Source: an optimization exercise on an open RTL-to-GDS flow (aim: small area and a short achievable clock period). Production flows keep margins and buffers that such runs may drop. RTL that was checked went through simulation tests only; none was proved equivalent to the original. No activity file was given, so power comes from the tool's default toggle rates.

==> flow/design.v <==
module cic_add #(
    parameter W = 8
) (
    input  wire [W-1:0] a,
    input  wire [W-1:0] b,
    input  wire         ci,
    output wire [W-1:0] s,
    output wire         co
);
    assign {co, s} = a + b + ci;
endmodule
module cic_decimator (
    input   wire            clk         ,
    input   wire            rst         ,
    input   wire    [11:0]  din         ,
    input   wire            din_valid   ,
    output  wire    [36:0]  dout        ,
    output  wire            dout_valid
);
    localparam W  = 37;
    localparam N  = 5;
    localparam K  = 3;                        
    localparam D  = N + K;                    
    function integer LO(input integer k);
        LO = (k * W + K - 1) / K;
    endfunction
    function integer WD(input integer k);
        WD = LO(k + 1) - LO(k);
    endfunction
    reg  [11:0]  xr;
    reg  [3:0]   cnt;
    reg  [D-1:0] vd;
    reg  [D-1:0] rd;
    reg  [D-1:0] dd;
    always @(posedge clk) begin
        xr <= din;
        vd <= {vd[D-2:0], din_valid & ~rst};
        rd <= {rd[D-2:0], rst};
        if (rst) begin
            cnt <= 4'd0;
            dd  <= {D{1'b0}};
        end else begin
            if (din_valid) cnt <= cnt + 4'd1;
            dd  <= {dd[D-2:0], din_valid & (cnt == 4'd15)};
        end
    end
    wire [W-1:0] xs [0:K-1];
    assign xs[0] = {{(W-12){xr[11]}}, xr};
    genvar i, k;
    generate
        for (k = 1; k < K; k = k + 1) begin : XD
            reg [W-1:0] x;
            always @(posedge clk) x <= xs[k-1];
            assign xs[k] = x;
        end
    endgenerate
    wire [W-1:0] acc [0:N];
    assign acc[0] = 0;
    generate
        for (i = 1; i <= N; i = i + 1) begin : INT
            for (k = 0; k < K; k = k + 1) begin : S
                reg  [WD(k)-1:0] a;
                wire [WD(k)-1:0] src = (i == 1) ? xs[k][LO(k) +: WD(k)]
                                                : acc[i-1][LO(k) +: WD(k)];
                wire [WD(k)-1:0] b   = src & {WD(k){vd[i+k-1]}};
                wire [WD(k)-1:0] fb  = a & {WD(k){~rd[i+k-1]}};
                wire [WD(k)-1:0] s;
                wire             ci, co;
                if (k == 0) begin : C
                    assign ci = 1'b0;
                end else begin : C
                    reg c;
                    always @(posedge clk) c <= INT[i].S[k-1].co;
                    assign ci = c;
                end
                cic_add #(.W(WD(k))) u_add (.a(fb), .b(b), .ci(ci), .s(s), .co(co));
                always @(posedge clk) a <= s;
                assign acc[i][LO(k) +: WD(k)] = a;
            end
        end
    endgenerate
    reg  [2:0] ph;                    
    reg        pend, run;
    reg        go, act0, byp0, last0;
    reg  [1:0] grp;                   
    reg  [K-1:1] act_d, byp_d, last_d;
    reg        vout;
    wire cap0   = dd[N];              
    wire cap_n  = dd[N-1];            
    wire [2:0] ph_n = (ph == 3'd4) ? 3'd0 : ph + 3'd1;
    wire pend_n = (cap0 | pend) & ~go;
    wire run_n  = act0 & ~last0;
    wire go_n   = (cap_n | pend_n) & (ph_n == 3'd0);
    wire act_n  = go_n | (run_n & (ph_n != 3'd0));
    wire [K-1:0] act  = {act_d,  act0};
    wire [K-1:0] byp  = {byp_d,  byp0};
    wire [K-1:0] last = {last_d, last0};
    wire         mask = grp[1];
    always @(posedge clk) begin
        if (rst) begin
            ph     <= 3'd0;
            pend   <= 1'b0;
            run    <= 1'b0;
            go     <= 1'b0;
            act0   <= 1'b0;
            byp0   <= 1'b0;
            last0  <= 1'b0;
            grp    <= 2'd0;
            act_d  <= {(K-1){1'b0}};
            byp_d  <= {(K-1){1'b0}};
            last_d <= {(K-1){1'b0}};
            vout   <= 1'b0;
        end else begin
            ph     <= ph_n;
            pend   <= pend_n;
            run    <= run_n;
            go     <= go_n;
            act0   <= act_n;
            byp0   <= go_n & cap_n;
            last0  <= act_n & (ph_n == 3'd4);
            act_d  <= act[K-2:0];
            byp_d  <= byp[K-2:0];
            last_d <= last[K-2:0];
            vout   <= last[K-1];
            if (last[K-1] && !grp[1]) grp <= grp + 2'd1;
        end
    end
    generate
        for (k = 0; k < K; k = k + 1) begin : CB
            reg  [WD(k)-1:0]   cur;
            reg  [N*WD(k)-1:0] rn;            
            reg  [N*WD(k)-1:0] ro;            
            wire [WD(k)-1:0] rn0  = rn[WD(k)-1:0];
            wire [WD(k)-1:0] ro0  = ro[WD(k)-1:0];
            wire [WD(k)-1:0] d5   = acc[N][LO(k) +: WD(k)];
            wire [WD(k)-1:0] opnd = byp[k] ? d5 : cur;
            wire [WD(k)-1:0] old  = ro0 & {WD(k){mask}};
            wire [WD(k)-1:0] diff;
            wire             ci, co;
            if (k == 0) begin : C
                assign ci = 1'b1;
            end else begin : C
                reg c;
                always @(posedge clk) c <= CB[k-1].co;
                assign ci = c;
            end
            cic_add #(.W(WD(k))) u_sub (.a(opnd), .b(~old), .ci(ci), .s(diff), .co(co));
            always @(posedge clk) begin
                rn <= {act[k] ? opnd : rn0, rn[N*WD(k)-1:WD(k)]};
                ro <= {act[k] ? rn0  : ro0, ro[N*WD(k)-1:WD(k)]};
                cur <= ({WD(k){act[k]}} & diff)
                     | ({WD(k){~act[k] & dd[N+k]}} & d5)
                     | ({WD(k){~act[k] & ~dd[N+k]}} & cur);
            end
            assign dout[LO(k) +: WD(k)] = cur;
        end
    endgenerate
    assign dout_valid = vout;
endmodule
Settings: LEC_CHECK=0, CAP_MARGIN=20, CORE_MARGIN=2, CORE_UTILIZATION=60, CTS_BUF_LIST=sky130_fd_sc_hd__clkbuf_16, CTS_CLUSTER_DIAMETER=100, CTS_CLUSTER_SIZE=30, SLEW_MARGIN=20; clock period 13.0 ns.
standard.sh (not shown) runs the stock make flow with config.mk's settings and CLKGATE_MAP_FILE= SYNTH_SCRIPT=/design/flow/synth_recipe.tcl, a recipe that flattens the netlist after the stock synthesis.
==> flow/flow/run.sh <==
#!/bin/bash
# Standard synthesis and layout; the port buffers use a faster cell than
# the one buffer_ports picks by default, and timing repair aims for a
# slack margin so the design closes well under the clock period.
set -euo pipefail
bash standard.sh synth > synth.log 2>&1
bash standard.sh "BUFFER_PORTS_ARGS=-buffer_cell sky130_fd_sc_hd__buf_4" SETUP_SLACK_MARGIN=9.6 finish > layout.log 2>&1
Change:
--- a/flow/design.v
+++ b/flow/design.v
@@ -1,14 +1,41 @@
 module cic_add #(
-    parameter W = 8
+    parameter W    = 8,
+    parameter FAST = 1
 ) (
     input  wire [W-1:0] a,
     input  wire [W-1:0] b,
     input  wire         ci,
     output wire [W-1:0] s,
     output wire         co
 );
-    assign {co, s} = a + b + ci;
+    generate
+        if (FAST) begin : KS
+            assign {co, s} = a + b + ci;
+        end else begin : BK
+            localparam L = 1 << ($clog2(W) - 1);
+            wire [W-1:0] p = a ^ b;
+            reg  [W-1:0] g, q;            
+            integer i, d;
+            always @* begin
+                g = a & b;
+                q = p;
+                g[0] = g[0] | (q[0] & ci);
+                for (d = 1; d < W; d = d * 2)
+                    for (i = 2 * d - 1; i < W; i = i + 2 * d) begin
+                        g[i] = g[i] | (q[i] & g[i-d]);
+                        q[i] = q[i] & q[i-d];
+                    end
+                for (d = L / 2; d >= 1; d = d / 2)
+                    for (i = 3 * d - 1; i < W; i = i + 2 * d) begin
+                        g[i] = g[i] | (q[i] & g[i-d]);
+                        q[i] = q[i] & q[i-d];
+                    end
+            end
+            assign s  = p ^ {g[W-2:0], ci};
+            assign co = g[W-1];
+        end
+    endgenerate
 endmodule
 module cic_decimator (
     input   wire            clk         ,
     input   wire            rst         ,
@@ -72,9 +99,9 @@
                     reg c;
                     always @(posedge clk) c <= INT[i].S[k-1].co;
                     assign ci = c;
                 end
-                cic_add #(.W(WD(k))) u_add (.a(fb), .b(b), .ci(ci), .s(s), .co(co));
+                cic_add #(.W(WD(k)), .FAST(0)) u_add (.a(fb), .b(b), .ci(ci), .s(s), .co(co));
                 always @(posedge clk) a <= s;
                 assign acc[i][LO(k) +: WD(k)] = a;
             end
         end
@@ -143,9 +170,9 @@
                 reg c;
                 always @(posedge clk) c <= CB[k-1].co;
                 assign ci = c;
             end
-            cic_add #(.W(WD(k))) u_sub (.a(opnd), .b(~old), .ci(ci), .s(diff), .co(co));
+            cic_add #(.W(WD(k)), .FAST(0)) u_sub (.a(opnd), .b(~old), .ci(ci), .s(diff), .co(co));
             always @(posedge clk) begin
                 rn <= {act[k] ? opnd : rn0, rn[N*WD(k)-1:WD(k)]};
                 ro <= {act[k] ? rn0  : ro0, ro[N*WD(k)-1:WD(k)]};
                 cur <= ({WD(k){act[k]}} & diff)
What happened:
- area after synthesis came out lower by 6.3%
- non-clock buffer count came out higher by 7
- synthesized cell count came out lower by 16%
- clock-buffer cell count is unchanged
- worst hold slack hardly moves
- cell area came out lower by 6.0%
- clock power came out lower by 2.7%
- final cell count came out lower by 15%
- die area came out lower by 6.2%
- routed wire length came out lower by 19%
- sequential cell count is unchanged
- global-route usage came out lower by 2.4 points
No functional check of the RTL was part of the second run of this note.


Another version of the RTL of cic_decimator (not shown whole).
For scale: about 2,600 cells after synthesis, ~53 I/O pins, roughly 28,000 um2 of cells after synthesis.
==> module cic_decimator, before the edit <==
module cic_decimator (
    input   wire            clk         ,
    input   wire            rst         ,
    input   wire    [11:0]  din         ,
    input   wire            din_valid   ,
    output  wire    [36:0]  dout        ,
    output  wire            dout_valid
);
    localparam W  = 37;
    localparam N  = 5;
    localparam K  = 3;                        
    localparam D  = N + K;                    
    function integer LO(input integer k);
        LO = (k * W + K - 1) / K;
    endfunction
    function integer WD(input integer k);
        WD = LO(k + 1) - LO(k);
    endfunction
    reg  [11:0]  xr;
    reg  [3:0]   cnt;
    reg  [D-1:0] vd;
    reg  [D-1:0] rd;
    reg  [D-1:0] dd;
    always @(posedge clk) begin
        xr <= din;
        vd <= {vd[D-2:0], din_valid & ~rst};
        rd <= {rd[D-2:0], rst};
        if (rst) begin
            cnt <= 4'd0;
            dd  <= {D{1'b0}};
        end else begin
            if (din_valid) cnt <= cnt + 4'd1;
            dd  <= {dd[D-2:0], din_valid & (cnt == 4'd15)};
        end
    end
    wire [W-1:0] xs [0:K-1];
    assign xs[0] = {{(W-12){xr[11]}}, xr};
    genvar i, k;
    generate
        for (k = 1; k < K; k = k + 1) begin : XD
            reg [W-1:0] x;
            always @(posedge clk) x <= xs[k-1];
            assign xs[k] = x;
        end
    endgenerate
    wire [W-1:0] acc [0:N];
    assign acc[0] = 0;
    generate
        for (i = 1; i <= N; i = i + 1) begin : INT
            for (k = 0; k < K; k = k + 1) begin : S
                reg  [WD(k)-1:0] a;
                wire [WD(k)-1:0] src = (i == 1) ? xs[k][LO(k) +: WD(k)]
                                                : acc[i-1][LO(k) +: WD(k)];
                wire [WD(k)-1:0] b   = src & {WD(k){vd[i+k-1]}};
                wire [WD(k)-1:0] fb  = a & {WD(k){~rd[i+k-1]}};
                wire [WD(k)-1:0] s;
                wire             ci, co;
                if (k == 0) begin : C
                    assign ci = 1'b0;
                end else begin : C
                    reg c;
                    always @(posedge clk) c <= INT[i].S[k-1].co;
                    assign ci = c;
                end
                cic_add #(.W(WD(k))) u_add (.a(fb), .b(b), .ci(ci), .s(s), .co(co));
                always @(posedge clk) a <= s;
                assign acc[i][LO(k) +: WD(k)] = a;
            end
        end
    endgenerate
    reg  [2:0] ph;                    
    reg        pend, run;
    reg        go, act0, byp0, last0;
    reg  [1:0] grp;                   
    reg  [K-1:1] act_d, byp_d, last_d;
    reg        vout;
    wire cap0   = dd[N];              
    wire cap_n  = dd[N-1];            
    wire [2:0] ph_n = (ph == 3'd4) ? 3'd0 : ph + 3'd1;
    wire pend_n = (cap0 | pend) & ~go;
    wire run_n  = act0 & ~last0;
    wire go_n   = (cap_n | pend_n) & (ph_n == 3'd0);
    wire act_n  = go_n | (run_n & (ph_n != 3'd0));
    wire [K-1:0] act  = {act_d,  act0};
    wire [K-1:0] byp  = {byp_d,  byp0};
    wire [K-1:0] last = {last_d, last0};
    wire         mask = grp[1];
    always @(posedge clk) begin
        if (rst) begin
            ph     <= 3'd0;
            pend   <= 1'b0;
            run    <= 1'b0;
            go     <= 1'b0;
            act0   <= 1'b0;
            byp0   <= 1'b0;
            last0  <= 1'b0;
            grp    <= 2'd0;
            act_d  <= {(K-1){1'b0}};
            byp_d  <= {(K-1){1'b0}};
            last_d <= {(K-1){1'b0}};
            vout   <= 1'b0;
        end else begin
            ph     <= ph_n;
            pend   <= pend_n;
            run    <= run_n;
            go     <= go_n;
            act0   <= act_n;
            byp0   <= go_n & cap_n;
            last0  <= act_n & (ph_n == 3'd4);
            act_d  <= act[K-2:0];
            byp_d  <= byp[K-2:0];
            last_d <= last[K-2:0];
            vout   <= last[K-1];
            if (last[K-1] && !grp[1]) grp <= grp + 2'd1;
        end
    end
    generate
        for (k = 0; k < K; k = k + 1) begin : CB
            reg  [WD(k)-1:0]   cur;
            reg  [N*WD(k)-1:0] rn;            
            reg  [N*WD(k)-1:0] ro;            
            wire [WD(k)-1:0] rn0  = rn[WD(k)-1:0];
            wire [WD(k)-1:0] ro0  = ro[WD(k)-1:0];
            wire [WD(k)-1:0] d5   = acc[N][LO(k) +: WD(k)];
            wire [WD(k)-1:0] opnd = byp[k] ? d5 : cur;
            wire [WD(k)-1:0] old  = ro0 & {WD(k){mask}};
            wire [WD(k)-1:0] diff;
            wire             ci, co;
            if (k == 0) begin : C
                assign ci = 1'b1;
            end else begin : C
                reg c;
                always @(posedge clk) c <= CB[k-1].co;
                assign ci = c;
            end
            cic_add #(.W(WD(k))) u_sub (.a(opnd), .b(~old), .ci(ci), .s(diff), .co(co));
            always @(posedge clk) begin
                rn <= {act[k] ? opnd : rn0, rn[N*WD(k)-1:WD(k)]};
                ro <= {act[k] ? rn0  : ro0, ro[N*WD(k)-1:WD(k)]};
                if (act[k])
                    cur <= diff;
                else if (dd[N+k])
                    cur <= d5;
            end
            assign dout[LO(k) +: WD(k)] = cur;
        end
    endgenerate
    assign dout_valid = vout;
endmodule
clock: 13.0 ns
lec_check: 0
cap_margin: 20
core_margin: 2
core_utilization: 60
cts_buf_list: sky130_fd_sc_hd__clkbuf_16
cts_cluster_diameter: 100
cts_cluster_size: 30
slew_margin: 20
==> flow/flow/run.sh <==
#!/bin/bash
# Standard synthesis and layout; only the port buffers use a faster cell
# than the one buffer_ports picks by default.
set -euo pipefail
bash standard.sh synth > synth.log 2>&1
bash standard.sh "BUFFER_PORTS_ARGS=-buffer_cell sky130_fd_sc_hd__buf_4" finish > layout.log 2>&1
Next try:
--- a/flow/design.v
+++ b/flow/design.v
@@ -27,13 +27,13 @@
     function integer WD(input integer k);
         WD = LO(k + 1) - LO(k);
     endfunction
     reg  [11:0]  xr;
     reg  [3:0]   cnt;
-    reg  [D-1:0] vd;
-    reg  [D-1:0] rd;
-    reg  [D-1:0] dd;
+    reg  [D-1:0] vd;                  
+    reg  [D-1:0] rd;                  
+    reg  [D-1:0] dd;                  
     always @(posedge clk) begin
         xr <= din;
         vd <= {vd[D-2:0], din_valid & ~rst};
         rd <= {rd[D-2:0], rst};
         if (rst) begin
@@ -79,47 +79,36 @@
             end
         end
     endgenerate
     reg  [2:0] ph;                    
     reg        pend, run;
-    reg        go, act0, byp0, last0;
     reg  [1:0] grp;                   
     reg  [K-1:1] act_d, byp_d, last_d;
     reg        vout;
-    wire cap0   = dd[N];              
-    wire cap_n  = dd[N-1];            
-    wire [2:0] ph_n = (ph == 3'd4) ? 3'd0 : ph + 3'd1;
-    wire pend_n = (cap0 | pend) & ~go;
-    wire run_n  = act0 & ~last0;
-    wire go_n   = (cap_n | pend_n) & (ph_n == 3'd0);
-    wire act_n  = go_n | (run_n & (ph_n != 3'd0));
+    wire cap0  = dd[N];               
+    wire go    = (cap0 | pend) & (ph == 3'd0);
+    wire act0  = go | (run & (ph != 3'd0));
+    wire byp0  = go & cap0;
+    wire last0 = act0 & (ph == 3'd4);
     wire [K-1:0] act  = {act_d,  act0};
     wire [K-1:0] byp  = {byp_d,  byp0};
     wire [K-1:0] last = {last_d, last0};
     wire         mask = grp[1];
     always @(posedge clk) begin
         if (rst) begin
             ph     <= 3'd0;
             pend   <= 1'b0;
             run    <= 1'b0;
-            go     <= 1'b0;
-            act0   <= 1'b0;
-            byp0   <= 1'b0;
-            last0  <= 1'b0;
             grp    <= 2'd0;
             act_d  <= {(K-1){1'b0}};
             byp_d  <= {(K-1){1'b0}};
             last_d <= {(K-1){1'b0}};
             vout   <= 1'b0;
         end else begin
-            ph     <= ph_n;
-            pend   <= pend_n;
-            run    <= run_n;
-            go     <= go_n;
-            act0   <= act_n;
-            byp0   <= go_n & cap_n;
-            last0  <= act_n & (ph_n == 3'd4);
+            ph     <= (ph == 3'd4) ? 3'd0 : ph + 3'd1;
+            pend   <= (cap0 | pend) & ~go;
+            run    <= act0 & ~last0;
             act_d  <= act[K-2:0];
             byp_d  <= byp[K-2:0];
             last_d <= last[K-2:0];
             vout   <= last[K-1];
             if (last[K-1] && !grp[1]) grp <= grp + 2'd1;
The new run ran to the end with no violations.
Routed wire length is lower by a few percent.
Clock-buffer cell count stays the same.
Cell count decreases by a few percent.
Critical path depth is higher by 12.
Total power falls by a few percent.
Area after synthesis goes down slightly.
Worst setup slack gets worse by 0.34 ns.
Fmax came out lower by a little under a tenth.
Worst hold slack is about the same.
Design area shrinks slightly.
Via count is lower by a few percent.

[re-timing with driven ports]
How much do the figures lean on ideal ports? The routed layouts below were timed once more, with nothing changed but the port constraints. Step 1: set_driving_cell puts a clkbuf_16 on clk and a buf_2 on each other input, an assumption about the parent block. Step 2 moves the port delays by t, midway between the first and last clock arrival at a register: inputs arrive t later, outputs are due t later. That takes back most of the time a late clock gives input paths. a / b / c = ideal ports / drivers / drivers and shift; a / b = the first two.
run	t (ns)	slack for setup (ns)	hold slack, ns	latest minus earliest clock arrival (ns)	slew at the worst register clock pin (ns)
the first run of note 1	0.659	9.310 / 9.256 / 9.529	0.323 / 0.323 / 0.323	0.035 / 0.035	0.13 / 0.13
the second run of note 1	0.645	9.300 / 9.244 / 9.608	0.323 / 0.323 / 0.323	0.025 / 0.025	0.12 / 0.12
the first run of note 2	0.655	9.185 / 9.127 / 9.566	0.324 / 0.324 / 0.324	0.032 / 0.031	0.12 / 0.12
the second run of note 2	0.647	8.845 / 8.845 / 8.845	0.326 / 0.326 / 0.326	0.026 / 0.026	0.12 / 0.12
After both steps setup and hold are still met in every run listed.
